From an optimization exercise on the open Yosys and OpenROAD flow, aimed at small area; shortcuts taken in it are not production practice. Function was checked by simulation only, so behaviour that the tests miss may differ from the original. The flow treats the clock pin as an ideal source. Dropping or thinning the clock tree relies on that and would not hold on a real chip.

==> flow/design.v (outline; a module is shown in full before it is edited, if it fits) <==
// module add_fa: 4 lines
// module add_ha: 4 lines
// module filt_ppd: 500 lines
module filt_ppd (
  input  wire               i_rst_an,    
  input  wire               i_ena,       
  input  wire               i_clk,       
  input  wire signed [5:0]  i_data,      
  output wire signed [27:0] o_data,      
  output wire               o_sclk       
);
  // ...
==> flow/flow/run.sh <==
#!/bin/bash
# Own layout flow: the standard synthesis, then an area re-mapping of the
# combinational logic between the registers and adder cells (registers, full
# and half adders are kept as they are, with their names; adder cells with an
# unused output become the plain gate they reduce to), then the standard
# layout with smaller port buffers and a clock tree with fewer and smaller
# buffers where the clock slew allows.
# Each tool's full output goes to a log file of its own in this folder.
set -euo pipefail
W=$(pwd)
export PLATFORM_LIB=$FLOW_HOME/platforms/$FLOW_PLATFORM/lib/sky130_fd_sc_hd__tt_025C_1v80.lib
R=$W/orfs/results/$FLOW_PLATFORM/filt_ppd/base
L=$W/orfs/logs/$FLOW_PLATFORM/filt_ppd/base

# 1. standard synthesis
bash standard.sh synth > $W/log_1_synth.log 2>&1

# 2. re-map the combinational logic for area
cp $R/1_2_yosys.v $W/synth_standard.v
DONT_USE=$(grep -o -- '-dont_use [^ ]*' $L/1_2_yosys.log | sort -u | tr '\n' ' ')
python3 $W/flow/prep.py $W/synth_standard.v $W/synth_prep.v > $W/log_2_prep.log 2>&1
export REOPT_IN=$W/synth_prep.v
export REOPT_OUT=$W/synth_reopt.v
export REOPT_DONT_USE="$DONT_USE"
export REOPT_SCRIPT=$W/flow/abc_area.script
yosys -c $W/flow/reopt.tcl > $W/log_2_reopt.log 2>&1
cp $W/synth_reopt.v $R/1_2_yosys.v
rm -f $R/1_synth.odb $R/1_synth.sdc

# 3. layout up to the clock tree
ARGS=("BUFFER_PORTS_ARGS=-buffer_cell sky130_fd_sc_hd__buf_1"
      "CTS_ARGS=-sink_clustering_enable -repair_clock_nets -dont_use_dummy_load -buf_list sky130_fd_sc_hd__clkbuf_8 -sink_clustering_size 30 -sink_clustering_max_diameter 150")
bash standard.sh "${ARGS[@]}" cts > $W/log_3_layout_cts.log 2>&1

# 4. a clock tree with fewer buffers (the clock port drives 4 leaf buffers), if
#    the clock slew at the flip-flops stays low; then smaller leaf buffers where
#    the clock pins they drive keep a low slew
RESULTS=$R CLK_SLEW_LIMIT=0.118 CLK_LEAVES=4 CLK_PORT=i_clk CLK_LEAF_CELL=sky130_fd_sc_hd__clkbuf_8 \
  openroad -no_init -exit $W/flow/clk_tree.tcl > $W/log_4_clk_tree.log 2>&1
RESULTS=$R CLK_SLEW_LIMIT=0.095 openroad -no_init -exit $W/flow/clk_resize.tcl > $W/log_4_clk_resize.log 2>&1

# 5. rest of the layout
bash standard.sh "${ARGS[@]}" finish > $W/log_5_layout.log 2>&1
==> flow/flow/abc_area.script <==
strash
&get -n
&deepsyn -T 30
&put
dch -f
amap
topo
==> flow/flow/clk_resize.tcl <==
# Downsize leaf clock buffers of the clock tree where the flip-flop clock pins
# they drive keep a small slew (placement parasitics), then save the database.
set r $::env(RESULTS)
read_db $r/4_cts.odb
read_liberty $::env(PLATFORM_LIB)
read_sdc $r/4_cts.sdc
source $::env(FLOW_HOME)/platforms/$::env(FLOW_PLATFORM)/setRC.tcl
set_propagated_clock [all_clocks]
set limit $::env(CLK_SLEW_LIMIT)
proc sink_slew {inst} {
  set mx 0
  set out [get_pins -of_objects [get_cells $inst] -filter "direction == output"]
  foreach p [get_pins -of_objects [get_nets -of_objects $out] -filter "direction == input"] {
    set s [get_property $p slew_max]
    if {$s > $mx} { set mx $s }
  }
  return $mx
}
estimate_parasitics -placement
foreach inst [get_cells clkbuf_*] {
  set name [get_full_name $inst]
  set old [get_property $inst ref_name]
  # leaves only: buffers that drive no other clock buffer
  set out [get_pins -of_objects $inst -filter "direction == output"]
  set drives_buf 0
  foreach p [get_pins -of_objects [get_nets -of_objects $out] -filter "direction == input"] {
    if {[string match "clkbuf_*" [get_full_name [get_cells -of_objects $p]]]} { set drives_buf 1 }
  }
  if {$drives_buf} { continue }
  foreach cand {sky130_fd_sc_hd__clkbuf_2 sky130_fd_sc_hd__clkbuf_4} {
    if {$cand == $old} { break }
    replace_cell $name $cand
    estimate_parasitics -placement
    set s [sink_slew $name]
    if {$s <= $limit} {
      puts "clk_resize: $name $old -> $cand (sink slew [format %.3f $s])"
      break
    }
    replace_cell $name $old
    estimate_parasitics -placement
  }
}
set mx 0
foreach p [get_pins -hierarchical */CLK*] { set s [get_property $p slew_max]; if {$s > $mx} {set mx $s} }
puts "clk_resize: max flip-flop clock slew [format %.3f $mx]"
write_db $r/4_cts.odb
==> flow/flow/clk_tree.tcl <==
set r $::env(RESULTS)
read_db $r/4_cts.odb
read_liberty $::env(PLATFORM_LIB)
read_sdc $r/4_cts.sdc
source $::env(FLOW_HOME)/platforms/$::env(FLOW_PLATFORM)/setRC.tcl
set_propagated_clock [all_clocks]
set limit $::env(CLK_SLEW_LIMIT)
set nleaf $::env(CLK_LEAVES)
set db [ord::get_db]
set block [ord::get_db_block]

proc max_clk_slew {} {
  set mx 0
  foreach p [get_pins -hierarchical */CLK*] { set s [get_property $p slew_max]; if {$s > $mx} { set mx $s } }
  return $mx
}
proc center {inst} {
  set b [$inst getBBox]
  return [list [expr {([$b xMin] + [$b xMax]) / 2}] [expr {([$b yMin] + [$b yMax]) / 2}]]
}

estimate_parasitics -placement
puts "clk_tree: CTS tree: [llength [get_cells clkbuf_*]] buffers, max clock slew [format %.3f [max_clk_slew]]"

set clk [$block findNet $::env(CLK_PORT)]
# the root: buffers driven by the clock port; leaves: buffers driven by the root
set roots {}
foreach it [$clk getITerms] {
  if {[string match "clkbuf_*" [[$it getInst] getName]]} { lappend roots [$it getInst] }
}
if {[llength $roots] != 1} { puts "clk_tree: unexpected tree, kept"; write_db $r/4_cts.odb; exit }
set root [lindex $roots 0]
set rnet [[$root findITerm X] getNet]
set leaves {}
foreach it [$rnet getITerms] {
  if {[$it isInputSignal] || [$it getMTerm] != "" } {
    set i [$it getInst]
    if {$i != $root && [string match "clkbuf_*" [$i getName]]} { lappend leaves $i }
  }
}
puts "clk_tree: root [$root getName], [llength $leaves] leaves"
if {[llength $leaves] <= $nleaf} { puts "clk_tree: nothing to merge, kept"; write_db $r/4_cts.odb; exit }

# greedy merge of the closest pair of groups until nleaf groups remain
set groups {}
foreach l $leaves { lappend groups [list $l] }
proc gcenter {g} {
  set x 0; set y 0
  foreach i $g { lassign [center $i] a b; set x [expr {$x + $a}]; set y [expr {$y + $b}] }
  return [list [expr {$x / [llength $g]}] [expr {$y / [llength $g]}]]
}
while {[llength $groups] > $nleaf} {
  set best ""; set bd 1e18
  for {set i 0} {$i < [llength $groups]} {incr i} {
    for {set j [expr {$i + 1}]} {$j < [llength $groups]} {incr j} {
      lassign [gcenter [lindex $groups $i]] x1 y1
      lassign [gcenter [lindex $groups $j]] x2 y2
      set d [expr {abs($x1 - $x2) + abs($y1 - $y2)}]
      if {$d < $bd} { set bd $d; set best [list $i $j] }
    }
  }
  lassign $best i j
  set merged [concat [lindex $groups $i] [lindex $groups $j]]
  set groups [lreplace $groups $j $j]
  set groups [lreplace $groups $i $i $merged]
}

set master [$db findMaster $::env(CLK_LEAF_CELL)]
foreach g $groups {
  set keep [lindex $g 0]
  set knet [[$keep findITerm X] getNet]
  foreach other [lrange $g 1 end] {
    set onet [[$other findITerm X] getNet]
    foreach it [$onet getITerms] {
      if {[$it getInst] != $other} { $it disconnect; $it connect $knet }
    }
    [$other findITerm A] disconnect
    [$other findITerm X] disconnect
    odb::dbInst_destroy $other
    odb::dbNet_destroy $onet
  }
  $keep swapMaster $master
  # move the kept buffer to the middle of its flip-flops
  set x 0; set y 0; set n 0
  foreach it [$knet getITerms] {
    if {[$it getInst] != $keep} { lassign [center [$it getInst]] a b; set x [expr {$x + $a}]; set y [expr {$y + $b}]; incr n }
  }
  $keep setLocation [expr {$x / $n}] [expr {$y / $n}]
  [$keep findITerm A] disconnect
  [$keep findITerm A] connect $clk
}
[$root findITerm A] disconnect
[$root findITerm X] disconnect
odb::dbInst_destroy $root
odb::dbNet_destroy $rnet

detailed_placement
estimate_parasitics -placement
set s [max_clk_slew]
puts "clk_tree: rebuilt tree: [llength [get_cells clkbuf_*]] buffers, max clock slew [format %.3f $s]"
if {$s > $limit} { puts "clk_tree: slew over [format %.3f $limit], CTS tree kept"; exit }
check_placement
write_db $r/4_cts.odb
puts "clk_tree: written"
==> flow/flow/prep.py <==
#!/usr/bin/env python3
"""Turn adder cells of the standard synthesis netlist that have an unused output
into the plain gate they reduce to, so that the re-mapping can optimise them:
half adder without SUM -> and2, half adder without COUT -> xor2,
full adder without SUM -> maj3, full adder without COUT -> xor3.
Usage: prep.py IN.v OUT.v"""
import re, sys
from collections import Counter

src = open(sys.argv[1]).read()
inst_re = re.compile(r'(sky130_fd_sc_hd__(?:ha|fa)_\d)\s+(\S+)\s*\((.*?)\);', re.S)
pin_re = re.compile(r'\.(\w+)\(\s*([^()]*?)\s*\)')

# every net reference: pin connections, assigns and port declarations
refs = Counter(n for _, n in pin_re.findall(src))
for m in re.finditer(r'^\s*(?:output|assign)\b(.*?);', src, re.S | re.M):
    for tok in re.findall(r'\\\S+|[A-Za-z_][\w$]*(?:\s*\[\d+\])?', m.group(1)):
        refs[tok.strip()] += 1
outputs = set()
for m in re.finditer(r'^\s*output\b(.*?);', src, re.S | re.M):
    outputs.update(t.strip() for t in re.findall(r'\\\S+|[A-Za-z_][\w$]*', m.group(1)))

changed = Counter()
def repl(m):
    typ, name, body = m.groups()
    pins = dict(pin_re.findall(body))
    used = lambda p: p in pins and pins[p] != '' and (refs[pins[p]] > 1 or pins[p] in outputs)
    ins = [pins[p] for p in ('A', 'B', 'CIN') if p in pins]
    if 'ha_' in typ:
        if not used('SUM') and used('COUT'):
            new, out = 'sky130_fd_sc_hd__and2_1', pins['COUT']
        elif not used('COUT') and used('SUM'):
            new, out = 'sky130_fd_sc_hd__xor2_1', pins['SUM']
        else:
            return m.group(0)
        conn = [f".A({ins[0]} )", f".B({ins[1]} )", f".X({out} )"]
    else:
        if not used('SUM') and used('COUT'):
            new, out, o = 'sky130_fd_sc_hd__maj3_1', pins['COUT'], 'X'
        elif not used('COUT') and used('SUM'):
            new, out, o = 'sky130_fd_sc_hd__xor3_1', pins['SUM'], 'X'
        else:
            return m.group(0)
        conn = [f".A({ins[0]} )", f".B({ins[1]} )", f".C({ins[2]} )", f".{o}({out} )"]
    changed[new] += 1
    return f"{new} {name} (\n    " + ",\n    ".join(conn) + "\n  );"

out = inst_re.sub(repl, src)
open(sys.argv[2], 'w').write(out)
print("prep:", dict(changed))
==> flow/flow/reopt.tcl <==
# Re-map the combinational logic of the standard synthesis netlist for area.
# Registers, full and half adders stay as they are (blackboxes, same instance names).
yosys -import
set lib $::env(PLATFORM_LIB)
read_liberty -ignore_miss_func $lib
read_verilog $::env(REOPT_IN)
hierarchy -top $::env(FLOW_TOP)
setattr -mod -set blackbox 1 sky130_fd_sc_hd__fa_* sky130_fd_sc_hd__ha_* sky130_fd_sc_hd__df*
tee -o $::env(REOPT_OUT).before.stat stat -liberty $lib
flatten
yosys rename -hide w:*.*
hierarchy -top $::env(FLOW_TOP)
opt_clean -purge
abc -liberty $lib {*}$::env(REOPT_DONT_USE) -script $::env(REOPT_SCRIPT)
read_liberty -lib -ignore_redef $lib
setundef -zero
splitnets
opt_clean -purge
hilomap -singleton -hicell sky130_fd_sc_hd__conb_1 HI -locell sky130_fd_sc_hd__conb_1 LO
insbuf -buf sky130_fd_sc_hd__buf_1 A X
opt_clean -purge
check -assert
tee -o $::env(REOPT_OUT).after.stat stat -liberty $lib
write_verilog -noattr -nohex -nodec $::env(REOPT_OUT)
==> flow/standard.sh <==
#!/bin/bash
# synth_recipe.tcl (not shown) runs the flow's synth.tcl, then flattens the netlist and writes it again
# the make line also repeats each setting of config.mk as NAME=value (left out here)
make -C /OpenROAD-flow-scripts/flow DESIGN_CONFIG=/design/flow/config.mk WORK_HOME=/design/flow/orfs CLKGATE_MAP_FILE= SYNTH_SCRIPT=/design/flow/synth_recipe.tcl "${@:-finish}"
==> flow/config.mk <==
export PLATFORM = sky130hd
export DESIGN_NAME = filt_ppd
export DESIGN_NICKNAME = filt_ppd
export VERILOG_FILES = /design/flow/design.v
export SDC_FILE = /design/flow/constraint.sdc
export NUM_CORES = 4
export LEC_CHECK = 0
export CAP_MARGIN = 20
export CORE_MARGIN = 2
export CORE_UTILIZATION = 40
export SLEW_MARGIN = 20
export SYNTH_HIERARCHICAL = 1
export SYNTH_MINIMUM_KEEP_SIZE = 0
==> flow/constraint.sdc <==
create_clock -name core_clock -period 25.0 [get_ports {i_clk}]
set_input_delay 5.0000 -clock core_clock [delete_from_list [all_inputs] [get_ports {i_clk}]]
set_output_delay 5.0000 -clock core_clock [all_outputs]
set_load 0.01 [all_outputs]
==> flow_summary_export.csv, run 1 <==
group,metric,value,unit
synth,avgSynthCellArea,8.32,µm²
critical_path,endpoint_kind,"register",
detailed_routing,ant_nets,0,
final_layout,final_cell_area,0.00690,mm²
run_status,status,"no timing/DRC/antenna violations",
detailed_routing,viasPerCell,5.68,
critical_path,crit_type,"in -> reg",
placed_design,dp_cells,1019,
grt,antenna_found_initial,0,
final_layout,signal_buffers,53,
timing,fin_tns_setup,0,ns
min_path,min_to,"r_acc_b[25]$_DFF_P_",
grt,gr-total-overflow,0,
final_layout,largest_class,"multi-input combinational cells",
final_layout,layout.nets,943,
placed_design,place_ws,9.17,ns
detailed_routing,wl_met2,8670,µm
die,die-height,129,µm
placed_design,dp_hpwl,14300,µm
synth,yosysWarnings,7,
final_layout,fillCellCount,1542,
cts,postCtsSetupRepairBufs,0,
timing,fin_worst_skew,0.0128,ns
timing,worst_pin_slew,0.892,ns
detailed_routing,dr_wl_met3,1310,µm
die,ioPinCount,38,
min_path,hold_path_class,"reg -> reg",
min_path,worstHoldStart,"r_acc_b[25]$_DFF_P_",
grt,grt_use_met3,4.87,%
final_layout,nMultiInputCombCells,637,
grt,met2_usage,37.5,%
final_layout,signal_buffer_area_fraction,3.76,%
die,nWellTaps,211,
detailed_routing,highest_layer,"met4",
cts,insertion_delay,0.16,ns
final_layout,clock_buffers,4,
==> inputs of run 2 (changes only) <==
--- a/flow/design.v
+++ b/flow/design.v
@@ -29,22 +29,23 @@
       assign w_one[i]  = w_xe[2*i+1] ^ w_xe[2*i];
       assign w_two[i]  = (w_xe[2*i+2] & ~w_xe[2*i+1] & ~w_xe[2*i]) |
                          (~w_xe[2*i+2] & w_xe[2*i+1] & w_xe[2*i]);
       assign w_neg[i]  = w_xe[2*i+2];
       assign w_nneg[i] = i_ena & ~w_xe[2*i+2];
     end
   endgenerate
   reg  [4:0] w_k_nxt;
-  reg        w_first, w_last, w_rst_st;
+  reg        w_first, w_last, w_rst_st, w_clr;
   always @(*) begin
     w_k_nxt  = 5'd0;
     w_first  = 1'b0;    
     w_last   = 1'b0;    
     w_rst_st = 1'b0;    
+    w_clr    = 1'b0;    
     case (r_k)
       5'd0: begin w_k_nxt = 5'd30; w_last = 1'b1; end
       5'd1: begin w_k_nxt = 5'd0; end
       5'd2: begin w_k_nxt = 5'd1; end
       5'd3: begin w_k_nxt = 5'd2; end
       5'd4: begin w_k_nxt = 5'd3; end
       5'd5: begin w_k_nxt = 5'd4; end
       5'd6: begin w_k_nxt = 5'd5; end
@@ -66,24 +67,25 @@
       5'd22: begin w_k_nxt = 5'd21; end
       5'd23: begin w_k_nxt = 5'd22; end
       5'd24: begin w_k_nxt = 5'd23; end
       5'd25: begin w_k_nxt = 5'd24; end
       5'd26: begin w_k_nxt = 5'd25; end
       5'd27: begin w_k_nxt = 5'd26; end
       5'd28: begin w_k_nxt = 5'd27; end
       5'd29: begin w_k_nxt = 5'd28; end
-      5'd30: begin w_k_nxt = 5'd29; w_first = 1'b1; end
-      5'd31: begin w_k_nxt = 5'd30; w_first = 1'b1; w_rst_st = 1'b1; end
+      5'd30: begin w_k_nxt = 5'd29; w_first = 1'b1; w_clr = 1'b1; end
+      5'd31: begin w_k_nxt = 5'd30; w_first = 1'b1; w_rst_st = 1'b1; w_clr = 1'b1; end
       default: ;
     endcase
   end
   wire        w_sel    = i_ena & w_first;
   wire [25:0] w_base_a = w_sel ? r_acc_b : r_acc_a;
-  wire [25:0] w_base_b = w_sel ? (w_rst_st ? c_k31 : c_k30) : r_acc_b;
+  wire        w_selb   = i_ena & w_clr;
+  wire [25:0] w_base_b = w_selb ? (w_rst_st ? c_k31 : c_k30) : r_acc_b;
   wire [25:0] w_acc_a, w_acc_b;
   reg [14:0] ma_h;
   always @(*)
     case (r_k)
       5'd0: ma_h = 15'd483;
       5'd1: ma_h = 15'd616;
       5'd2: ma_h = 15'd819;
       5'd3: ma_h = 15'd1120;
@@ -109,17 +111,17 @@
       5'd23: ma_h = 15'd31300;
       5'd24: ma_h = 15'd32108;
       5'd25: ma_h = 15'd32601;
       5'd26: ma_h = 15'd32767;
       5'd27: ma_h = 15'd32601;
       5'd28: ma_h = 15'd32108;
       5'd29: ma_h = 15'd31300;
       5'd30: ma_h = 15'd30197;
-      5'd31: ma_h = 15'd0;
+      5'd31: ma_h = 15'd30197;
       default: ma_h = 15'd0;
     endcase
   wire ma_pp0_0 = ((w_one[0] & ma_h[0])) ^ w_neg[0];
   wire ma_pp0_1 = ((w_one[0] & ma_h[1]) | (w_two[0] & ma_h[0])) ^ w_neg[0];
   wire ma_pp0_2 = ((w_one[0] & ma_h[2]) | (w_two[0] & ma_h[1])) ^ w_neg[0];
   wire ma_pp0_3 = ((w_one[0] & ma_h[3]) | (w_two[0] & ma_h[2])) ^ w_neg[0];
   wire ma_pp0_4 = ((w_one[0] & ma_h[4]) | (w_two[0] & ma_h[3])) ^ w_neg[0];
   wire ma_pp0_5 = ((w_one[0] & ma_h[5]) | (w_two[0] & ma_h[4])) ^ w_neg[0];
--- a/flow/flow/run.sh
+++ b/flow/flow/run.sh
@@ -1,15 +1,16 @@
 #!/bin/bash
 # Own layout flow: the standard synthesis, then an area re-mapping of the
 # combinational logic between the registers and adder cells (registers, full
 # and half adders are kept as they are, with their names; adder cells with an
 # unused output become the plain gate they reduce to), then the standard
-# layout with smaller port buffers and a clock tree with fewer and smaller
-# buffers where the clock slew allows.
+# layout with smaller port buffers, a clock tree with fewer and smaller
+# buffers where the clock slew allows, and smaller cells where slew, load and
+# timing keep a margin.
 # Each tool's full output goes to a log file of its own in this folder.
 set -euo pipefail
 W=$(pwd)
 export PLATFORM_LIB=$FLOW_HOME/platforms/$FLOW_PLATFORM/lib/sky130_fd_sc_hd__tt_025C_1v80.lib
 R=$W/orfs/results/$FLOW_PLATFORM/filt_ppd/base
 L=$W/orfs/logs/$FLOW_PLATFORM/filt_ppd/base
 
 # 1. standard synthesis
@@ -33,11 +34,13 @@
 bash standard.sh "${ARGS[@]}" cts > $W/log_3_layout_cts.log 2>&1
 
 # 4. a clock tree with fewer buffers (the clock port drives 4 leaf buffers), if
 #    the clock slew at the flip-flops stays low; then smaller leaf buffers where
 #    the clock pins they drive keep a low slew
 RESULTS=$R CLK_SLEW_LIMIT=0.118 CLK_LEAVES=4 CLK_PORT=i_clk CLK_LEAF_CELL=sky130_fd_sc_hd__clkbuf_8 \
   openroad -no_init -exit $W/flow/clk_tree.tcl > $W/log_4_clk_tree.log 2>&1
 RESULTS=$R CLK_SLEW_LIMIT=0.095 openroad -no_init -exit $W/flow/clk_resize.tcl > $W/log_4_clk_resize.log 2>&1
+# smaller logic cells and repair buffers where slew, capacitance and timing keep a margin
+RESULTS=$R DS_MARGIN=0.2 openroad -no_init -exit $W/flow/downsize.tcl > $W/log_4_downsize.log 2>&1
 
 # 5. rest of the layout
 bash standard.sh "${ARGS[@]}" finish > $W/log_5_layout.log 2>&1
==> flow/flow/downsize.tcl (new file) <==
# Replace upsized logic cells and repair buffers by smaller cells of the same
# function where the design keeps a margin on max slew and max capacitance and
# its setup and hold slack stay positive (placement parasitics).
set r $::env(RESULTS)
read_db $r/4_cts.odb
read_liberty $::env(PLATFORM_LIB)
read_sdc $r/4_cts.sdc
source $::env(FLOW_HOME)/platforms/$::env(FLOW_PLATFORM)/setRC.tcl
set_propagated_clock [all_clocks]
set margin $::env(DS_MARGIN)
set db [ord::get_db]
set block [ord::get_db_block]
proc ok {margin} {
  estimate_parasitics -placement
  if {[sta::max_slew_violation_count] > 0 || [sta::max_capacitance_violation_count] > 0} { return 0 }
  if {[sta::max_slew_check_slack_limit] < $margin} { return 0 }
  if {[sta::max_capacitance_check_slack_limit] < $margin} { return 0 }
  if {[sta::worst_slack_cmd max] < 1e-9 || [sta::worst_slack_cmd min] < 0.1e-9} { return 0 }
  return 1
}
if {![ok $margin]} { puts "downsize: design already below margin, nothing done"; exit }
set saved 0.0
foreach inst [$block getInsts] {
  set m [$inst getMaster]
  set mn [$m getName]
  if {![regexp {^(sky130_fd_sc_hd__[a-z0-9]+)_([0-9]+)$} $mn -> fam sz]} { continue }
  if {[string match "*__df*" $fam] || [string match "*__clk*" $fam] || [string match "*__fa" $fam] || [string match "*__ha" $fam]} { continue }
  if {[string match "*tap*" $fam] || [string match "*fill*" $fam] || [string match "*decap*" $fam] || [string match "*conb*" $fam]} { continue }
  set area [expr {[$m getWidth] * [$m getHeight]}]
  set cands {}
  foreach s {0 1 2 4} {
    set c [$db findMaster ${fam}_$s]
    if {$c == "NULL" || $c == ""} { continue }
    set ca [expr {[$c getWidth] * [$c getHeight]}]
    if {$ca < $area} { lappend cands [list $ca $c] }
  }
  foreach cc [lsort -real -index 0 $cands] {
    set c [lindex $cc 1]
    $inst swapMaster $c
    if {[ok $margin]} {
      puts "downsize: [$inst getName] $mn -> [$c getName]"
      set saved [expr {$saved + ($area - [lindex $cc 0]) / 1e6}]
      set m $c
      break
    }
    $inst swapMaster $m
  }
}
estimate_parasitics -placement
puts "downsize: saved [format %.2f $saved] um2; slew margin [format %.3f [sta::max_slew_check_slack_limit]], cap margin [format %.3f [sta::max_capacitance_check_slack_limit]]"
detailed_placement
check_placement
write_db $r/4_cts.odb
==> run 2 against run 1 <==
Still clean. Global-route usage rose by 1.1 points. Die area rose by 0.10%. Hold slack got worse by 0.015 ns. Core utilization fell by 0.16 points.
==> flow_summary_export.csv, run 2 <==
group,metric,value,unit
timing,fin_tns_setup,0,ns
die,die-height,130,µm
die,ioPinCount,38,
placed_design,port_buffers,37,
placed_design,globalplace.congestion,0.954,
critical_path,required,25.25,ns
timing,worst_slew_margin_rel,26.9,%
critical_path,cp-start-kind,"input pin",
final_layout,final_cells,1029,
detailed_routing,drtIter0Drc,487,
detailed_routing,ant_nets,0,
critical_path,max_stage_delay,0.63,ns
final_layout,layout.nets,949,
die,num_rows,45,
cts,cts_buffers,9,
final_layout,final_common_cell,"nor2_1",
critical_path,cp_top_family,"adder cells",
min_path,hold_path_class,"reg -> reg",
detailed_routing,viasPerCell,5.72,
timing,fin_crit_sh,64.9,%
cts,clk_path_buf_depth,2,
synth,syn_nets,892,
timing,clock.fmax,61.6,MHz
job,maxCapViolCount,0,
cts,cts_tree,"done",
cts,cts_root_buf,"clkbuf_8",
cts,postCtsSetupRepairBufs,0,
die,die_w,130,µm
timing,rsz0062_at_grt,"false",
detailed_routing,drc,0,
grt,antenna_found_initial,0,
final_layout,diodes,0,
detailed_routing,wl_per_cell,18.7,µm
placed_design,dp_hpwl,14700,µm
timing,min_period,16.23,ns
cts,cts.sinks,58,
timing,setup_viol,0,
synth,avgSynthCellArea,8.26,µm²
cts,insertion_delay,0.38,ns
grt,grt_pass1_wl,31600,µm
cts,postCtsHoldBufs,0,
placed_design,dp_cells,1020,
die,die_area,0.0168,mm²
die,core_region_area,0.0153,mm²
final_layout,drive_gt1_share,2.93,%
timing,fin_worst_skew,0.0317,ns
synth,yosysWarnings,7,
final_layout,syn2layout_area_growth,9.07,%
cts,h-tree-depth,3,
final_layout,reg_top3,"r_acc_a: 26 flops, r_acc_b: 26 flops, r_k: 5 flops",
critical_path,crit_buf_inv,5,
critical_path,worst-endpoint-arrival,16.48,ns
timing,slew_violations,0,
grt,grt_max_degree,68,
critical_path,critPathMaxFanout,19,
grt,gr-total-overflow,0,
cts,cts_resized,0,
critical_path,endpoint_kind,"register",
grt,grt_pass1_vias,5880,
die,start_util,41.1,%
critical_path,ff2ff_setup_slack,12.79,ns
detailed_routing,vias,5881,
synth,synthCells,763,
critical_path,crit_type,"in -> reg",
critical_path,crit_slowest_cell,"buf_1",
grt,groute.usage.overall,24.6,%
final_layout,layout_common_cells,"nor2_1, fa_1, a21oi_1",
timing,hold_viol_final,0,
detailed_routing,totalWireLength,19200,µm
critical_path,crit_top_cell,"fa_1",
cts,clk_pin_slew_worst_paths,0.08,ns
timing,worst_pin_slew,1.09,ns
synth,syn_area,0.00630,mm²
run_status,status,"no timing/DRC/antenna violations",
detailed_routing,first_pass_iters,6,
==> run 2: changes by cell type in the layout (fill, tap and decap cells not counted), sizes merged, moves of 3 or more <==
cell,previous run,this run
a222oi,1,4
nand3,4,1
nor2,201,194
a21oi,87,96
buf,53,48
a22oi,12,6
clkbuf,4,9
clkinv,60,75
==> run 2: routing by layer <==
metal / share of wire, % / up-vias / global-route usage (%)
met4: 3.1 / 0 / 10.4
met1: 44 / 2811 / 33.9
met3: 6.8 / 41 / 5.08
met2: 46 / 227 / 38.0
met5: 0 / - / 0
li1: - / 2802 / -
==> run 2: worst min-delay path: cells and delay by family (launching register included) <==
family	cells	cell delay [ns]
flops	1	0.33
compound gates	2	0.20
==> run 2: final cells by class <==
class | count | area (µm²)
fill | 1584 | 8440
multi-input combinational | 628 | 4830
sequential | 58 | 1200
inverter | 75 | 282
tap | 211 | 264
timing repair buffer | 48 | 194
clock buffer | 9 | 105
==> run 2: worst paths after layout <==
check	cells past startpoint	endpoint	startpoint
hold / removal	2	r_acc_b[25]$_DFF_P_	r_acc_b[25]$_DFF_P_
min in group asynchronous	1	r_sclk$_DFF_PN0_	i_rst_an
max in group asynchronous	1	r_k[4]$_DFFE_PN1P_	i_rst_an
hold reg to reg	2	r_acc_b[25]$_DFF_P_	r_acc_b[25]$_DFF_P_
setup reg to reg	35	r_acc_a[25]$_DFF_P_	r_k[0]$_DFFE_PN1P_
setup / recovery	34	r_acc_b[25]$_DFF_P_	i_ena
==> run 2: through the flow <==
stage | instance area (µm²) | setup slack [ns] | hold slack (ns) | utilization, %
3_5_place_dp | 6800 | 8.87 | 0.560 | 44.4
6_report | 6870 | 8.77 | 0.572 | 44.9
5_1_grt | 6870 | 8.04 | 0.649 | 44.9
2_1_floorplan | 6300 | 6.79 | 0.521 | -
4_1_cts | 6920 | 9.28 | 0.580 | 45.2
3_3_place_gp | 6800 | 9.20 | 0.571 | 44.4
==> inputs of run 3 (changes only) <==
--- a/flow/flow/run.sh
+++ b/flow/flow/run.sh
@@ -36,7 +36,7 @@
 # 4. a clock tree with fewer buffers (the clock port drives 4 leaf buffers), if
 #    the clock slew at the flip-flops stays low; then smaller leaf buffers where
 #    the clock pins they drive keep a low slew
-RESULTS=$R CLK_SLEW_LIMIT=0.118 CLK_LEAVES=4 CLK_PORT=i_clk CLK_LEAF_CELL=sky130_fd_sc_hd__clkbuf_8 \
+RESULTS=$R CLK_SLEW_LIMIT=0.112 CLK_LEAVES=4 CLK_PORT=i_clk CLK_LEAF_CELL=sky130_fd_sc_hd__clkbuf_8 CLK_BIG_CELL=sky130_fd_sc_hd__clkbuf_16 \
   openroad -no_init -exit $W/flow/clk_tree.tcl > $W/log_4_clk_tree.log 2>&1
 RESULTS=$R CLK_SLEW_LIMIT=0.095 openroad -no_init -exit $W/flow/clk_resize.tcl > $W/log_4_clk_resize.log 2>&1
 # smaller logic cells and repair buffers where slew, capacitance and timing keep a margin
--- a/flow/flow/clk_tree.tcl
+++ b/flow/flow/clk_tree.tcl
@@ -20,7 +20,18 @@
 }
 
 estimate_parasitics -placement
-puts "clk_tree: CTS tree: [llength [get_cells clkbuf_*]] buffers, max clock slew [format %.3f [max_clk_slew]]"
+proc tree_area {} {
+  set a 0.0
+  foreach i [[ord::get_db_block] getInsts] {
+    if {[string match "clkbuf_*" [$i getName]]} {
+      set m [$i getMaster]
+      set a [expr {$a + [$m getWidth] * [$m getHeight] / 1e6}]
+    }
+  }
+  return $a
+}
+set cts_area [tree_area]
+puts "clk_tree: CTS tree: [llength [get_cells clkbuf_*]] buffers, [format %.2f $cts_area] um2, max clock slew [format %.3f [max_clk_slew]]"
 
 set clk [$block findNet $::env(CLK_PORT)]
 # the root: buffers driven by the clock port; leaves: buffers driven by the root
@@ -94,11 +105,39 @@
 odb::dbInst_destroy $root
 odb::dbNet_destroy $rnet
 
+proc leaf_slew {inst} {
+  set mx 0
+  foreach it [[[$inst findITerm X] getNet] getITerms] {
+    if {[$it getInst] == $inst} { continue }
+    set p [get_pins [[$it getInst] getName]/[[$it getMTerm] getName]]
+    set s [get_property $p slew_max]
+    if {$s > $mx} { set mx $s }
+  }
+  return $mx
+}
+
+set big [$db findMaster $::env(CLK_BIG_CELL)]
 detailed_placement
 estimate_parasitics -placement
-set s [max_clk_slew]
-puts "clk_tree: rebuilt tree: [llength [get_cells clkbuf_*]] buffers, max clock slew [format %.3f $s]"
-if {$s > $limit} { puts "clk_tree: slew over [format %.3f $limit], CTS tree kept"; exit }
+while {1} {
+  set s [max_clk_slew]
+  set a [tree_area]
+  puts "clk_tree: rebuilt tree: [llength [get_cells clkbuf_*]] buffers, [format %.2f $a] um2, max clock slew [format %.3f $s]"
+  if {$a >= $cts_area} { puts "clk_tree: no smaller than the CTS tree, CTS tree kept"; exit }
+  if {$s <= $limit} { break }
+  # upsize the leaf with the worst slew
+  set worst ""; set ws 0
+  foreach g $groups {
+    set l [lindex $g 0]
+    if {[[$l getMaster] getName] == [$big getName]} { continue }
+    set ls [leaf_slew $l]
+    if {$ls > $ws} { set ws $ls; set worst $l }
+  }
+  if {$worst == ""} { puts "clk_tree: slew over [format %.3f $limit], CTS tree kept"; exit }
+  $worst swapMaster $big
+  detailed_placement
+  estimate_parasitics -placement
+}
 check_placement
 write_db $r/4_cts.odb
 puts "clk_tree: written"
==> run 3 against run 2 <==
Design area is 0.56% lower. Highest routed layer unchanged. Maximum frequency is 1.9% lower. Critical endpoint unchanged.
==> flow_summary_export.csv, run 3 <==
group,metric,value,unit
final_layout,layout.nets,944,
placed_design,dpl_cell_area,0.00680,mm²
critical_path,max_stage_delay,0.64,ns
critical_path,endpoint_kind,"register",
grt,grt_pass1_vias,5834,
final_layout,regArea,0.00120,mm²
final_layout,diodes,0,
cts,postCtsSetupRepairBufs,0,
synth,syn_area,0.00630,mm²
critical_path,crit_top_cell,"fa_1",
final_layout,final_common_cell,"nor2_1",
cts,cts_resized,0,
placed_design,port_buffers,37,
die,start_util,41.1,%
grt,top_usage_layer,"met2",
cts,postCtsHoldBufs,0,
timing,hold_viol_final,0,
synth,avgSynthCellArea,8.26,µm²
grt,met1_usage,33.9,%
final_layout,drive_gt1_share,2.34,%
grt,grt_use_met3,4.54,%
timing,worst_slew_margin_rel,23.5,%
detailed_routing,first_pass_iters,6,
critical_path,critPathMaxFanout,19,
timing,clock.fmax,60.4,MHz
grt,antenna_found_initial,0,
timing,fin_worst_skew,0.0197,ns
timing,fin_crit_sh,66.2,%
synth,synthCells,763,
final_layout,reg_top3,"r_acc_a: 26 flops, r_acc_b: 26 flops, r_k: 5 flops",
final_layout,layout_common_cells,"nor2_1, fa_1, a21oi_1",
placed_design,globalplace.congestion,0.954,
grt,grt_pass1_wl,31500,µm
placed_design,dp_hpwl,14700,µm
grt,grt_max_degree,68,
cts,cts.sinks,58,
detailed_routing,drtIter0Drc,487,
die,die-height,130,µm
synth,yosysWarnings,7,
die,ioPinCount,38,
final_layout,syn2layout_area_growth,8.46,%
run_status,status,"no timing/DRC/antenna violations",
critical_path,worst-endpoint-arrival,16.59,ns
critical_path,crit_buf_inv,5,
grt,met2_usage,38.3,%
cts,clk_pin_slew_worst_paths,0.08,ns
detailed_routing,vias,5847,
final_layout,final_cell_area,0.00683,mm²
timing,min_period,16.55,ns
detailed_routing,drc,0,
cts,insertion_delay,0.16,ns
critical_path,cp_top_family,"adder cells",
critical_path,crit_type,"in -> reg",
critical_path,required,25.04,ns
timing,setup_viol,0,
placed_design,dp_cells,1020,
detailed_routing,ant_nets,0,
grt,gr-total-overflow,0,
critical_path,crit_slowest_cell,"buf_1",
timing,fin_tns_setup,0,ns
timing,worst_pin_slew,1.14,ns
detailed_routing,wl_per_cell,18.6,µm
placed_design,place_ws,8.87,ns
synth,syn_nets,892,
die,num_rows,45,
timing,rsz0062_at_grt,"false",
detailed_routing,totalWireLength,19100,µm
final_layout,fillCellCount,1590,
die,core_region_area,0.0153,mm²
timing,slew_violations,0,
final_layout,multi_input_area,0.00483,mm²
grt,groute.usage.overall,24.3,%
die,die_w,130,µm
critical_path,cp-start-kind,"input pin",
detailed_routing,viasPerCell,5.71,
timing,setup_slack,8.45,ns
job,maxCapViolCount,0,
final_layout,final_cells,1024,
die,die_area,0.0168,mm²
min_path,hold_path_class,"reg -> reg",
## run 3: worst paths after layout
path                                  endpoint           startpoint  cells after the start  slack, ns
setup / recovery           r_acc_b[25]$_DFF_P_                i_ena                     34       8.45
hold / removal             r_acc_b[25]$_DFF_P_  r_acc_b[25]$_DFF_P_                      2       0.57
setup reg to reg           r_acc_a[25]$_DFF_P_   r_k[0]$_DFFE_PN1P_                     35      12.84
hold reg to reg            r_acc_b[25]$_DFF_P_  r_acc_b[25]$_DFF_P_                      2       0.57
max in group asynchronous   r_k[4]$_DFFE_PN1P_             i_rst_an                      1      20.00
min in group asynchronous     r_sclk$_DFF_PN0_             i_rst_an                      1       4.70
## run 3: worst min-delay path, cell delays in order (launching register included)
cell     delay, ns
dfxtp_1       0.33
a22oi_1       0.07
o21ai_0       0.13
## run 3: layout make-up
type / count / share of cell area (%)
Inverter: 75 / 4.12
Timing Repair Buffer: 48 / 2.84
Tap cell: 211 / 3.86
Clock buffer: 4 / 0.970
Multi-Input combinational cell: 628 / 70.7
Sequential cell: 58 / 17.5
## run 3: metal layers
metal,up-vias,part of all wire [%]
met2,238,47
met4,0,3.1
met5,-,0
met1,2778,43
li1,2795,-
met3,36,7.1
## run 3: through the flow
stage,hold slack [ns],utilization [%]
final,0.572,44.6
after CTS,0.580,45.2
after floorplan,0.521,-
after detailed placement,0.560,44.4
after global routing,0.649,44.6
after global placement,0.571,44.4
==> inputs of run 4 (changes only) <==
--- a/flow/flow/clk_tree.tcl
+++ b/flow/flow/clk_tree.tcl
@@ -1,3 +1,8 @@
+# Rebuild the clock tree with fewer buffers: the clock port drives up to
+# CLK_LEAVES leaf buffers directly (no root buffer), each driving the
+# flip-flops of the nearest CTS leaves merged into it. The leaf with the worst
+# clock slew is upsized until the slew at the flip-flops is under the limit;
+# the CTS tree is kept if that does not give a smaller tree.
 set r $::env(RESULTS)
 read_db $r/4_cts.odb
 read_liberty $::env(PLATFORM_LIB)
==> run 4 against run 3 <==
Still clean on timing, DRC and antenna. Global-route usage unchanged. Synthesized cell count stayed put. Final cell count unchanged. Register-to-register slack barely moved. Critical path type unchanged. Critical endpoint unchanged.
==> flow_summary_export.csv, run 4 <==
group,metric,value,unit
min_path,hold_path_class,"reg -> reg",
die,die-height,130,µm
placed_design,dp_hpwl,14700,µm
detailed_routing,first_pass_iters,6,
die,die_area,0.0168,mm²
final_layout,diodes,0,
placed_design,port_buffers,37,
cts,clk_pin_slew_worst_paths,0.08,ns
grt,groute.usage.overall,24.3,%
synth,yosysWarnings,7,
placed_design,dpl_cell_area,0.00680,mm²
die,num_rows,45,
detailed_routing,vias,5847,
critical_path,endpoint_kind,"register",
final_layout,drive_gt1_share,2.34,%
run_status,status,"no timing/DRC/antenna violations",
final_layout,reg_top3,"r_acc_a: 26 flops, r_acc_b: 26 flops, r_k: 5 flops",
critical_path,worst-endpoint-arrival,16.59,ns
final_layout,finish.utilization,44.6,%
detailed_routing,ant_nets,0,
cts,insertion_delay,0.16,ns
cts,postCtsHoldBufs,0,
timing,min_period,16.55,ns
timing,worst_slew_margin_rel,23.5,%
timing,fin_crit_sh,66.2,%
grt,antenna_found_initial,0,
final_layout,final_cell_area,0.00683,mm²
grt,gr-total-overflow,0,
timing,hold_viol_final,0,
die,ioPinCount,38,
timing,slew_violations,0,
critical_path,critPathMaxFanout,19,
cts,cts_resized,0,
job,maxCapViolCount,0,
placed_design,globalplace.congestion,0.954,
final_layout,final_cells,1024,
critical_path,cp-start-kind,"input pin",
critical_path,crit_type,"in -> reg",
critical_path,max_stage_delay,0.64,ns
detailed_routing,viasPerCell,5.71,
timing,rsz0062_at_grt,"false",
critical_path,crit_top_cell,"fa_1",
detailed_routing,drtIter0Drc,487,
synth,avgSynthCellArea,8.26,µm²
critical_path,crit_slowest_cell,"buf_1",
grt,grt_max_degree,68,
final_layout,layout_common_cells,"nor2_1, fa_1, a21oi_1",
timing,setup_viol,0,
placed_design,dp_cells,1020,
cts,cts.sinks,58,
die,die_w,130,µm
detailed_routing,wl_per_cell,18.6,µm
final_layout,final_common_cell,"nor2_1",
timing,fin_tns_setup,0,ns
synth,syn_nets,892,
critical_path,required,25.04,ns
detailed_routing,drc,0,
detailed_routing,totalWireLength,19100,µm
cts,postCtsSetupRepairBufs,0,
synth,synthCells,763,
grt,grt_pass1_wl,31500,µm
final_layout,syn2layout_area_growth,8.46,%
timing,clock.fmax,60.4,MHz
timing,fin_worst_skew,0.0197,ns
die,start_util,41.1,%
timing,worst_pin_slew,1.14,ns
critical_path,ff2ff_setup_slack,12.84,ns
die,core_region_area,0.0153,mm²
grt,grt_pass1_vias,5834,
final_layout,layout.nets,944,
synth,syn_area,0.00630,mm²
run 4: cell counts in the layout (fill, tap and decap cells not counted):
No cell type changed its count.
run 4: final cells by class:
type | count | area [µm²]
Timing Repair Buffer | 48 | 194
Multi-Input combinational cell | 628 | 4830
Sequential cell | 58 | 1200
Clock buffer | 4 | 66.3
Tap cell | 211 | 264
Fill cell | 1590 | 8480
Inverter | 75 | 282
run 4: path summary, 6_finish.rpt:
| check | from | end | cells after the start |
|---|---|---|---|
| worst max-delay path | i_ena | r_acc_b[25]$_DFF_P_ | 34 |
| worst min-delay path | r_acc_b[25]$_DFF_P_ | r_acc_b[25]$_DFF_P_ | 2 |
| worst max register to register | r_k[0]$_DFFE_PN1P_ | r_acc_a[25]$_DFF_P_ | 35 |
| worst min register to register | r_acc_b[25]$_DFF_P_ | r_acc_b[25]$_DFF_P_ | 2 |
| max in group asynchronous | i_rst_an | r_k[4]$_DFFE_PN1P_ | 1 |
| min in group asynchronous | i_rst_an | r_sclk$_DFF_PN0_ | 1 |
run 4: through the flow:
step                      setup WS [ns]  hold slack [ns]
after floorplan                    6.79            0.521
after global placement             9.20            0.571
after detailed placement           8.87            0.560
after CTS                          9.28            0.580
after global routing               7.81            0.649
final                              8.45            0.572
run 4: critical path: cells and delay by family:
family                   cells  cell delay (ns)
AO/OA/AOI/OAI                2             0.43
adder cells (fa/ha/maj)     24             8.29
AND/OR/NAND/NOR              3             0.77
buffers and inverters        5             2.10
run 4: layer usage:
layer  wire (µm)  global-route usage, %  up-vias
met2        8940                   38.3      238
li1            -                      -     2795
met3        1350                   4.54       36
met4         597                   8.73        0
met1        8200                   33.9     2778
met5           0                      0        -
==> inputs of run 5 (changes only) <==
==> flow/flow/abc_area.script (replaced) <==
strash
&get -n
&deepsyn -T 30
&put
dch -f
amap
strash
&get -n
&deepsyn -T 30
&put
dch -f
amap
topo
==> run 5 against run 4 <==
Critical path depth unchanged. Final cell count down 0.68%. Die area down 0.18%. Sequential cell count unchanged. Largest cell class unchanged.
==> flow_summary_export.csv, run 5 <==
group,metric,value,unit
run_status,status,"no timing/DRC/antenna violations",
critical_path,endpoint_kind,"register",
critical_path,crit_top_cell,"fa_1",
critical_path,crit_slowest_cell,"buf_1",
timing,fin_worst_skew,0.0215,ns
detailed_routing,first_pass_iters,6,
die,core_region_area,0.0153,mm²
detailed_routing,drtIter0Drc,448,
cts,cts_resized,0,
critical_path,max_stage_delay,0.56,ns
grt,gr-total-overflow,0,
die,die_area,0.0167,mm²
grt,groute.usage.overall,24.0,%
detailed_routing,totalWireLength,18700,µm
timing,fin_crit_sh,64.9,%
synth,synthCells,755,
timing,slew_violations,0,
min_path,worstHoldStart,"r_acc_b[25]$_DFF_P_",
final_layout,layout_common_cells,"nor2_1, fa_1, a21oi_1",
critical_path,crit_start,"i_ena",
timing,whs,0.588,ns
placed_design,port_buffers,37,
critical_path,required,25.03,ns
synth,syn_nets,884,
final_layout,syn2layout_area_growth,8.24,%
synth,yosysWarnings,7,
cts,postCtsHoldBufs,0,
final_layout,fillCellCount,1578,
timing,hold_viol_final,0,
cts,clk_pin_slew_worst_paths,0.08,ns
critical_path,critPathMaxFanout,17,
timing,worst_slew_margin_rel,31.4,%
final_layout,layout.nets,937,
grt,grt_pass1_vias,5842,
critical_path,worst-r2r-cell-count,36,
grt,grt_max_degree,68,
die,ioPinCount,38,
grt,antenna_found_initial,0,
placed_design,dp_hpwl,14800,µm
critical_path,worst-endpoint-arrival,16.26,ns
synth,syn_area,0.00629,mm²
detailed_routing,vias,5817,
min_path,min_path_cells,2,
die,die_w,129,µm
critical_path,ff2ff_setup_slack,12.31,ns
job,maxCapViolCount,0,
placed_design,globalplace.congestion,1.01,
die,num_rows,45,
cts,cts.sinks,58,
synth,avgSynthCellArea,8.33,µm²
cts,postCtsSetupRepairBufs,0,
timing,min_period,16.23,ns
critical_path,r2r-start,"r_k[4]$_DFFE_PN1P_",
critical_path,regToRegEndpoint,"r_acc_b[25]$_DFF_P_",
detailed_routing,viasPerCell,5.72,
timing,clock.fmax,61.6,MHz
detailed_routing,ant_nets,0,
detailed_routing,wl_per_cell,18.4,µm
timing,setup_viol,0,
final_layout,diodes,0,
timing,rsz0062_at_grt,"false",
final_layout,final_common_cell,"nor2_1",
die,start_util,41.2,%
critical_path,crit_type,"in -> reg",
detailed_routing,drc,0,
cts,insertion_delay,0.16,ns
final_layout,reg_top3,"r_acc_a: 26 flops, r_acc_b: 26 flops, r_k: 5 flops",
final_layout,drive_gt1_share,2.11,%
die,die-height,129,µm
grt,grt_pass1_wl,31200,µm
critical_path,cp-start-kind,"input pin",
min_path,min_to,"r_acc_b[25]$_DFF_P_",
min_path,hold_path_class,"reg -> reg",
timing,fin_tns_setup,0,ns
timing,worst_pin_slew,1.03,ns
run 5: final cells by class:
cell class	instances	area [µm²]	area share (%)
multi-input combinational	619	4800	70.5
sequential	58	1200	17.6
inverter	76	285	4.19
tap	211	264	3.88
timing repair buffer	49	195	2.87
clock buffer	4	66.3	0.974
run 5: critical path: cells and delay by family:
kind                     cells  cell delay (ns)
adder cells (fa/ha/maj)     24             8.25
buffers and inverters        5             1.95
AND/OR/NAND/NOR              3             0.62
AO/OA/AOI/OAI                2             0.44
run 5: per-stage QoR:
step | setup WS [ns] | util (%) | area, µm² | std cells
detailed placement | 8.93 | 44.6 | 6810 | 1013
global route | 8.26 | 44.6 | 6810 | 1017
global placement | 9.23 | 44.6 | 6810 | 1013
CTS | 9.32 | 45.4 | 6930 | 1022
finish | 8.77 | 44.6 | 6810 | 1017
floorplan | 7.76 | - | 6290 | 755
run 5: routing by layer:
metal | vias to the layer above | global-route usage, % | part of all wire (%)
met3 | 31 | 4.17 | 6.9
met5 | - | 0 | 0
li1 | 2788 | - | -
met4 | 0 | 6.01 | 2.3
met1 | 2779 | 32.6 | 42
met2 | 219 | 40.1 | 49
run 5: worst max-delay path by stage:
stage | endpoint | slack, ns | cells past startpoint
final | r_acc_b[25]$_DFF_P_ | 8.77 | 34
after global routing | r_acc_b[25]$_DFF_P_ | 8.26 | 34
after CTS | r_acc_b[25]$_DFF_P_ | 9.32 | 34
after detailed placement | r_acc_b[25]$_DFF_P_ | 8.93 | 34
after global placement | r_acc_b[25]$_DFF_P_ | 9.23 | 34
after floorplan | r_acc_a[25]$_DFF_P_ | 7.76 | 31
==> inputs of run 6 (changes only) <==
--- a/flow/flow/run.sh
+++ b/flow/flow/run.sh
@@ -40,7 +40,7 @@
   openroad -no_init -exit $W/flow/clk_tree.tcl > $W/log_4_clk_tree.log 2>&1
 RESULTS=$R CLK_SLEW_LIMIT=0.095 openroad -no_init -exit $W/flow/clk_resize.tcl > $W/log_4_clk_resize.log 2>&1
 # smaller logic cells and repair buffers where slew, capacitance and timing keep a margin
-RESULTS=$R DS_MARGIN=0.2 openroad -no_init -exit $W/flow/downsize.tcl > $W/log_4_downsize.log 2>&1
+RESULTS=$R DS_MARGIN=0.1 openroad -no_init -exit $W/flow/downsize.tcl > $W/log_4_downsize.log 2>&1
 
 # 5. rest of the layout
 bash standard.sh "${ARGS[@]}" finish > $W/log_5_layout.log 2>&1
==> flow/flow/abc_area.script (replaced) <==
strash
&get -n
&deepsyn -T 30
&put
dch -f
amap
topo
==> run 6 against run 5 <==
Count of clock-buffer cells in the layout unchanged. Worst setup slack worse by 0.32 ns. Sequential share of layout area down 0.068 points. Critical path type unchanged.
==> flow_summary_export.csv, run 6 <==
group,metric,value,unit
critical_path,critPathMaxFanout,19,
critical_path,cp-start-kind,"input pin",
detailed_routing,drtIter0Drc,487,
min_path,hold_path_class,"reg -> reg",
timing,rsz0062_at_grt,"false",
placed_design,dp_cells,1020,
job,maxCapViolCount,0,
cts,cts.sinks,58,
critical_path,crit_buf_inv,5,
detailed_routing,ant_nets,0,
die,core_region_area,0.0153,mm²
synth,avgSynthCellArea,8.26,µm²
final_layout,reg_top3,"r_acc_a: 26 flops, r_acc_b: 26 flops, r_k: 5 flops",
synth,yosysWarnings,7,
die,die_area,0.0168,mm²
grt,grt_pass1_vias,5834,
timing,worst_pin_slew,1.14,ns
critical_path,cp_top_family,"adder cells",
cts,cts_resized,0,
timing,fin_tns_setup,0,ns
timing,slew_violations,0,
detailed_routing,vias,5847,
timing,whs,0.572,ns
timing,fin_worst_skew,0.0197,ns
critical_path,worst-r2r-cell-count,35,
min_path,min_path_cells,2,
final_layout,diodes,0,
final_layout,fillCellCount,1590,
critical_path,crit_type,"in -> reg",
final_layout,finish.utilization,44.6,%
timing,fin_crit_sh,66.2,%
run_status,status,"no timing/DRC/antenna violations",
detailed_routing,viasPerCell,5.71,
synth,synthCells,763,
final_layout,final_cells,1024,
grt,grt_max_degree,68,
timing,worst_slew_margin_rel,23.5,%
critical_path,max_stage_delay,0.64,ns
final_layout,layout_common_cells,"nor2_1, fa_1, a21oi_1",
cts,insertion_delay,0.16,ns
detailed_routing,wl_per_cell,18.6,µm
critical_path,worst-endpoint-arrival,16.59,ns
grt,grt_pass1_wl,31500,µm
final_layout,final_common_cell,"nor2_1",
critical_path,endpoint_kind,"register",
final_layout,drive_gt1_share,2.34,%
die,ioPinCount,38,
critical_path,crit_top_cell,"fa_1",
die,num_rows,45,
final_layout,layout.nets,944,
final_layout,syn2layout_area_growth,8.46,%
detailed_routing,first_pass_iters,6,
placed_design,dp_hpwl,14700,µm
cts,clk_pin_slew_worst_paths,0.08,ns
placed_design,port_buffers,37,
cts,postCtsSetupRepairBufs,0,
die,start_util,41.1,%
grt,gr-total-overflow,0,
placed_design,globalplace.congestion,0.954,
die,die-height,130,µm
critical_path,crit_slowest_cell,"buf_1",
detailed_routing,totalWireLength,19100,µm
grt,antenna_found_initial,0,
synth,syn_area,0.00630,mm²
grt,groute.usage.overall,24.3,%
timing,clock.fmax,60.4,MHz
timing,setup_viol,0,
detailed_routing,drc,0,
synth,syn_nets,892,
die,die_w,130,µm
critical_path,required,25.04,ns
timing,min_period,16.55,ns
cts,postCtsHoldBufs,0,
timing,hold_viol_final,0,
critical_path,path_depth,34,
run 6: area by class of cell:
type	instances	area [µm²]	share of cell area [%]
tap	211	264	3.86
sequential	58	1200	17.5
inverter	75	282	4.12
multi-input combinational	628	4830	70.7
clock buffer	4	66.3	0.970
timing repair buffer	48	194	2.84
run 6: worst paths after layout:
kind                                          start                  end  slack [ns]
worst max-delay path                          i_ena  r_acc_b[25]$_DFF_P_        8.45
worst max register to register   r_k[0]$_DFFE_PN1P_  r_acc_a[25]$_DFF_P_       12.84
worst min register to register  r_acc_b[25]$_DFF_P_  r_acc_b[25]$_DFF_P_        0.57
worst min-delay path            r_acc_b[25]$_DFF_P_  r_acc_b[25]$_DFF_P_        0.57
min in group asynchronous                  i_rst_an     r_sclk$_DFF_PN0_        4.70
max in group asynchronous                  i_rst_an   r_k[4]$_DFFE_PN1P_       20.00
run 6: metal layers:
metal / vias up / wire, µm / share of wire, % / track usage (%)
met3: 36 / 1350 / 7.1 / 4.54
li1: 2795 / - / - / -
met1: 2778 / 8200 / 43 / 33.9
met2: 238 / 8940 / 47 / 38.3
met4: 0 / 597 / 3.1 / 8.73
met5: - / 0 / 0 / 0
run 6: through the flow:
stage	cell area [µm²]	setup slack, ns
6_report	6830	8.45
5_1_grt	6830	7.81
4_1_cts	6920	9.28
3_5_place_dp	6800	8.87
3_3_place_gp	6800	9.20
2_1_floorplan	6300	6.79
run 6: tightest hold or removal path: cells and delay by family, from the launching register on:
kind | cells | cell delay (ns)
flip-flops | 1 | 0.33
AO/OA/AOI/OAI | 2 | 0.20

[static timing again, ports no longer ideal]
Ports are ideal in the flow. The routed layouts listed here were re-timed in OpenROAD.
Step 1 assumes that a clkbuf_16 drives the clock port and a buf_2 every other input.
Step 2 also shifts input and output timing later by t, the mid clock arrival at the registers, as if the neighbouring blocks saw the same clock.
Three values: ideal ports, drivers, drivers and shift; two values: the first two.
| run | shift t [ns] | setup slack, ns | worst setup path at the end |
|---|---|---|---|
| run 1 | 0.232 | 9.449 / 9.498 / 9.266 | input to register |
| run 2 | 0.400 | 8.769 / 8.784 / 8.384 | input to register |
| run 3 | 0.235 | 8.450 / 8.509 / 8.274 | input to register |
| run 4 | 0.235 | 8.450 / 8.509 / 8.274 | input to register |
| run 5 | 0.229 | 8.773 / 8.828 / 8.599 | input to register |
| run 6 | 0.235 | 8.450 / 8.509 / 8.274 | input to register |
After both steps setup and hold are still met in every run listed. The setup slack of run 2, which loses most, moves by +0.015 ns with the drivers and by -0.385 ns with both steps.
